This is an optimization exercise on Yosys and OpenROAD, whose aim is small area, not a production implementation.
Only simulation tests tie the RTL to the original design; equivalence was not proved.
Power figures rest on the tool's default switching activity, not on a simulated workload.

## sierra
Design top, start of the top module:
module top
#(
    parameter ADDR_WIDTH    = 5,
    parameter DATA_WIDTH    = 32
)
(
    input  logic                  clk,
    input  logic                  rst_n,
    input  logic [1:0]            op_i,
    input  logic [ADDR_WIDTH-1:0] raddr_a_i,
    output logic [DATA_WIDTH-1:0] rdata_a_o,
    input  logic [ADDR_WIDTH-1:0] raddr_b_i,
    output logic [DATA_WIDTH-1:0] rdata_b_o,
    input  logic [ADDR_WIDTH-1:0] waddr_c_i,
    input  logic [DATA_WIDTH-1:0] wdata_c_i,
    input  logic                  we_c_i,
    output logic [DATA_WIDTH-1:0] data_c_o,
    output logic                  c_o
);
  localparam NUM_WORDS = 2**ADDR_WIDTH;
  logic [NUM_WORDS-1:0][DATA_WIDTH-1:0] mem, mem_d;
  logic [NUM_WORDS-1:0]                 valid;
  logic [NUM_WORDS-1:0]                 we_dec, we_dec_n;
  logic [NUM_WORDS-1:0]                 sel_a, sel_b;
  always_comb begin
    for (int i = 0; i < NUM_WORDS; i++) begin
      we_dec[i]   = we_c_i && (waddr_c_i == i);
      we_dec_n[i] = ~we_dec[i];
      sel_a[i]    = valid[i] && (raddr_a_i == i);
      sel_b[i]    = valid[i] && (raddr_b_i == i);
    end
  end
  always_ff @(posedge clk or negedge rst_n) begin
    if (!rst_n) valid <= '0;
    else        valid <= valid | we_dec;
  end
  always_ff @(posedge clk) begin
    mem <= mem_d;
  end
  genvar g, b;
  generate
    for (g = 0; g < NUM_WORDS; g++) begin : wr_gen
      for (b = 0; b < DATA_WIDTH; b++) begin : bit_gen
        rf_wcell u_w (.we(we_dec[g]), .we_n(we_dec_n[g]), .d(wdata_c_i[b]),
                      .q(mem[g][b]), .y(mem_d[g][b]));
      end
    end
    for (b = 0; b < DATA_WIDTH; b++) begin : rd_gen
      logic [NUM_WORDS-1:0] col;
      for (g = 0; g < NUM_WORDS; g++) begin : col_gen
        assign col[g] = mem[g][b];
      end
      rf_rmux32 u_ra (.sel(sel_a), .d(col), .y(rdata_a_o[b]));
      rf_rmux32 u_rb (.sel(sel_b), .d(col), .y(rdata_b_o[b]));
    end
  endgenerate
  alu i_alu (
      .clk      ( clk       ),
      .rst_n    ( rst_n     ),
      .op_i     ( op_i      ),
      .data_a_i ( rdata_a_o ),
      .data_b_i ( rdata_b_o ),
      .data_c_o ( data_c_o  ),
      .c_o      ( c_o       )
  );
endmodule
For scale: about 3600 cells after synthesis, about 150 I/O pins, roughly 42000 um2 of cells after synthesis.
clock: 9.0 ns
lec_check: 0
cap_margin: 10
core_margin: 2
core_utilization: 40
gpl_timing_driven: 0
setup_slack_margin: 0.08
slew_margin: 10
synth_hierarchical: 1
standard.sh (not shown) runs the stock make flow with config.mk's settings and CLKGATE_MAP_FILE= SYNTH_SCRIPT=/design/flow/synth_recipe.tcl, a recipe that flattens the netlist after the stock synthesis.
==> flow/flow/run.sh <==
#!/bin/bash
# The standard layout (the standard.sh, with its synthesis unchanged), with:
#  - plain buf_1 cells as the input/output port buffers,
#  - a clock tree of clkbuf_8 cells in sink clusters of up to 18, without dummy loads,
#  - after global routing, flow/dz.tcl swaps gates repair or synthesis upsized for smaller sizes
#    where timing, slew and capacitance allow (its output is in the global route log).
# make's full output goes to flow_make.log in this folder.
set -euo pipefail
bash standard.sh \
  "BUFFER_PORTS_ARGS=-buffer_cell sky130_fd_sc_hd__buf_1" \
  "CTS_ARGS=-sink_clustering_enable -repair_clock_nets -buf_list sky130_fd_sc_hd__clkbuf_8 -sink_clustering_size 18 -sink_clustering_max_diameter 55 -dont_use_dummy_load" \
  "POST_GLOBAL_ROUTE_TCL=$PWD/flow/dz.tcl" \
  finish > flow_make.log 2>&1
==> flow/flow/dz.tcl <==
# Sourced at the end of ORFS's global route step (POST_GLOBAL_ROUTE_TCL), on the
# repaired design with global-route parasitics. Synthesis and repair leave many
# gates and buffers larger than their paths need. Try each such instance (not
# flip-flops, not the clock tree, not port buffers) at the smaller sizes of its
# cell, smallest first, and keep the first that leaves: the worst setup slack and
# the total negative slack no worse, no max-slew or max-capacitance violation, the
# no more pins over 80% of the slew limit (1.2 ns) than before, setup slack at
# the instance's output of at least 0.2 ns.
proc dz_state {} {
  estimate_parasitics -global_routing
  return [list [sta::worst_slack_cmd max] [sta::total_negative_slack_cmd max] \
            [sta::max_slew_violation_count] [sta::max_capacitance_violation_count] \
            [sta::max_slew_check_slack]]
}

global_route -start_incremental
set_max_transition 1.2 [current_design]
set base [dz_state]
puts "dz start: $base"
set ws0 [lindex $base 0]
set tns0 [lindex $base 1]
set slew_floor -1e9
set slew0 [lindex $base 2]
set changed 0
set tried 0
set area_saved 0.0
foreach inst [get_cells *] {
  set m [get_property $inst ref_name]
  if {![regexp {^(sky130_fd_sc_hd__([a-z0-9]+))_([0-9]+)$} $m -> fam short size]} { continue }
  if {[regexp {^(df|edf|sdf|dl|clk|conb|tap|fill|decap|diode)} $short]} { continue }
  set name [get_property $inst full_name]
  if {[regexp {^(input|output)[0-9]+$} $name]} { continue }
  set opins [get_pins -of_objects $inst -filter "direction == output"]
  if {[llength $opins] != 1} { continue }
  set cur_area [get_property [get_lib_cells $m] area]
  set cands {}
  foreach lc [get_lib_cells ${fam}_*] {
    set ln [get_property $lc name]
    if {![regexp "^${fam}_(\[0-9\]+)\$" $ln]} { continue }
    set a [get_property $lc area]
    if {$a < $cur_area - 1e-6} { lappend cands [list $a $ln] }
  }
  if {[llength $cands] == 0} { continue }
  incr tried
  foreach c [lsort -real -index 0 $cands] {
    set cand [lindex $c 1]
    if {[catch {replace_cell $inst $cand}]} { continue }
    set s [dz_state]
    set ps [get_property $opins slack_max]
    if {[lindex $s 0] >= $ws0 - 1e-13 && [lindex $s 1] >= $tns0 - 1e-13
        && [lindex $s 2] <= $slew0 && [lindex $s 3] == 0 && [lindex $s 4] >= $slew_floor
        && $ps >= 0.2} {
      incr changed
      set area_saved [expr {$area_saved + $cur_area - [lindex $c 0]}]
      puts "dz: $name $m -> $cand"
      break
    }
    replace_cell $inst $m
  }
}
set s [dz_state]
puts "dz end: $s; changed $changed of $tried, area saved $area_saved"
set_max_transition 1.5 [current_design]
detailed_placement
global_route -end_incremental
estimate_parasitics -global_routing
The following lists how yarrow was set up differently from sierra:
# sierra
export LEC_CHECK = 0
export CAP_MARGIN = 10
export CORE_MARGIN = 2
export CORE_UTILIZATION = 40
export GPL_TIMING_DRIVEN = 0
export SETUP_SLACK_MARGIN = 0.08
export SLEW_MARGIN = 10
export SYNTH_HIERARCHICAL = 1
create_clock -name core_clock -period 9.0 [get_ports {clk}]
# yarrow
export LEC_CHECK = 0
export CAP_MARGIN = 20
export CORE_MARGIN = 2
export CORE_UTILIZATION = 40
export GPL_TIMING_DRIVEN = 0
export SETUP_SLACK_MARGIN = 0.08
export SLEW_MARGIN = 20
export SYNTH_HIERARCHICAL = 1
create_clock -name core_clock -period 9.0 [get_ports {clk}]
==> results.txt <==
Total power: yarrow vs sierra — no meaningful difference
Per the comparison of yarrow with sierra, critical path depth down 1, relative area of clock buffers and inverters in the final design flat, clock insertion delay at the later pin of the skew report up 0.04 ns, cell area flat, layout-stage area growth over the synthesis result down 0.30 points.
Setup changes, yarrow to pepper
# yarrow
export LEC_CHECK = 0
export CAP_MARGIN = 20
export CORE_MARGIN = 2
export CORE_UTILIZATION = 40
export GPL_TIMING_DRIVEN = 0
export SETUP_SLACK_MARGIN = 0.08
export SLEW_MARGIN = 20
export SYNTH_HIERARCHICAL = 1
create_clock -name core_clock -period 9.0 [get_ports {clk}]
# pepper
export LEC_CHECK = 0
export CAP_MARGIN = 20
export CORE_MARGIN = 2
export CORE_UTILIZATION = 40
export GPL_TIMING_DRIVEN = 0
export SETUP_SLACK_MARGIN = 0.15
export SLEW_MARGIN = 20
export SYNTH_HIERARCHICAL = 1
create_clock -name core_clock -period 9.0 [get_ports {clk}]
--- a/flow/flow/dz.tcl
+++ b/flow/flow/dz.tcl
@@ -7,2 +7,2 @@
-# no more pins over 80% of the slew limit (1.2 ns) than before, setup slack at
-# the instance's output of at least 0.2 ns.
+# worst slew slack at least 0.3 ns (or no worse than before), and setup slack at
+# the instance's output of at least 0.3 ns.
@@ -17 +16,0 @@
-set_max_transition 1.2 [current_design]
@@ -22,2 +21 @@
-set slew_floor -1e9
-set slew0 [lindex $base 2]
+set slew_floor [expr {min(0.3, [lindex $base 4])}]
@@ -51,2 +49,2 @@
-        && [lindex $s 2] <= $slew0 && [lindex $s 3] == 0 && [lindex $s 4] >= $slew_floor
-        && $ps >= 0.2} {
+        && [lindex $s 2] == 0 && [lindex $s 3] == 0 && [lindex $s 4] >= $slew_floor
+        && $ps >= 0.3} {
@@ -63 +60,0 @@
-set_max_transition 1.5 [current_design]
Results
- On met1 global-route usage, yarrow tracks pepper almost exactly.
- The slack of the critical path was comparable across yarrow and pepper.
- The combinational power of yarrow and that of pepper are within noise of each other.
- Final non-filler cell area sits higher in pepper than in yarrow.
- [compare] base=yarrow new=pepper: die area shows no meaningful change, number of placed instances, taps included neither gained nor lost much, post-cts gate resize count higher, total power barely changed, count of buffers not belonging to the clock network in the layout dropped 3.
- Looking at yarrow and pepper, the count of flip-flops with a built-in enable after synthesis is a wash.
Inputs modified between pepper and cedar:
# pepper
export LEC_CHECK = 0
export CAP_MARGIN = 20
export CORE_MARGIN = 2
export CORE_UTILIZATION = 40
export GPL_TIMING_DRIVEN = 0
export SETUP_SLACK_MARGIN = 0.15
export SLEW_MARGIN = 20
export SYNTH_HIERARCHICAL = 1
create_clock -name core_clock -period 9.0 [get_ports {clk}]
# cedar
export LEC_CHECK = 0
export CAP_MARGIN = 0
export CORE_MARGIN = 2
export CORE_UTILIZATION = 40
export GPL_TIMING_DRIVEN = 0
export SETUP_SLACK_MARGIN = 0.15
export SLEW_MARGIN = 0
export SYNTH_HIERARCHICAL = 1
create_clock -name core_clock -period 9.0 [get_ports {clk}]
--- outcome ---
cedar and pepper ended up with roughly the same total length of routed wires. In cedar the implementation ran to completion but is not tape-out ready, as the final checks report max-capacitance violations, max-slew violations. Delta (cedar minus pepper): placed wire-length estimate after detailed placement moved down; share of final layout cell area taken by non-clock buffers moved down. Changes observed in cedar relative to pepper: sequential share of layout area moved up, post-layout utilization of the core moved down, power moved down, die area level, fmax moved up. NOTE design area pepper->cedar decreased slightly.

-- what the ideal ports hide --
No port has a modelled driver above. Below, the same layouts with a new extraction and two added sets of constraints. Step 1 sets driving cells, clkbuf_16 on the clock port and buf_2 on the other inputs (assumed; they add their load-dependent delay and slew). Step 2, shift: input delay + t, output delay - t, t = (earliest + latest rising clock arrival at the registers) / 2. This alone moves slack from input paths to output paths. Slacks: ideal ports / drivers / drivers and shift; pairs: ideal ports / drivers.
| run | t (ns) | slack for setup (ns) | hold WS [ns] | latest minus earliest clock arrival (ns) | slew at the worst register clock pin (ns) |
|---|---|---|---|---|---|
| sierra | 0.837 | 0.151 / 0.071 / 0.071 | 0.469 / 0.469 / 0.469 | 0.137 / 0.137 | 0.11 / 0.11 |
| yarrow | 0.850 | 0.187 / 0.079 / 0.079 | 0.467 / 0.467 / 0.467 | 0.148 / 0.149 | 0.12 / 0.12 |
| pepper | 0.851 | 0.186 / 0.082 / 0.082 | 0.469 / 0.469 / 0.469 | 0.137 / 0.137 | 0.12 / 0.12 |
| cedar | 0.833 | 0.254 / 0.147 / 0.147 | 0.467 / 0.467 / 0.467 | 0.162 / 0.162 | 0.12 / 0.12 |
For yarrow, which loses most, drivers alone change the setup slack by -0.108 ns; drivers and shift together by -0.108 ns.
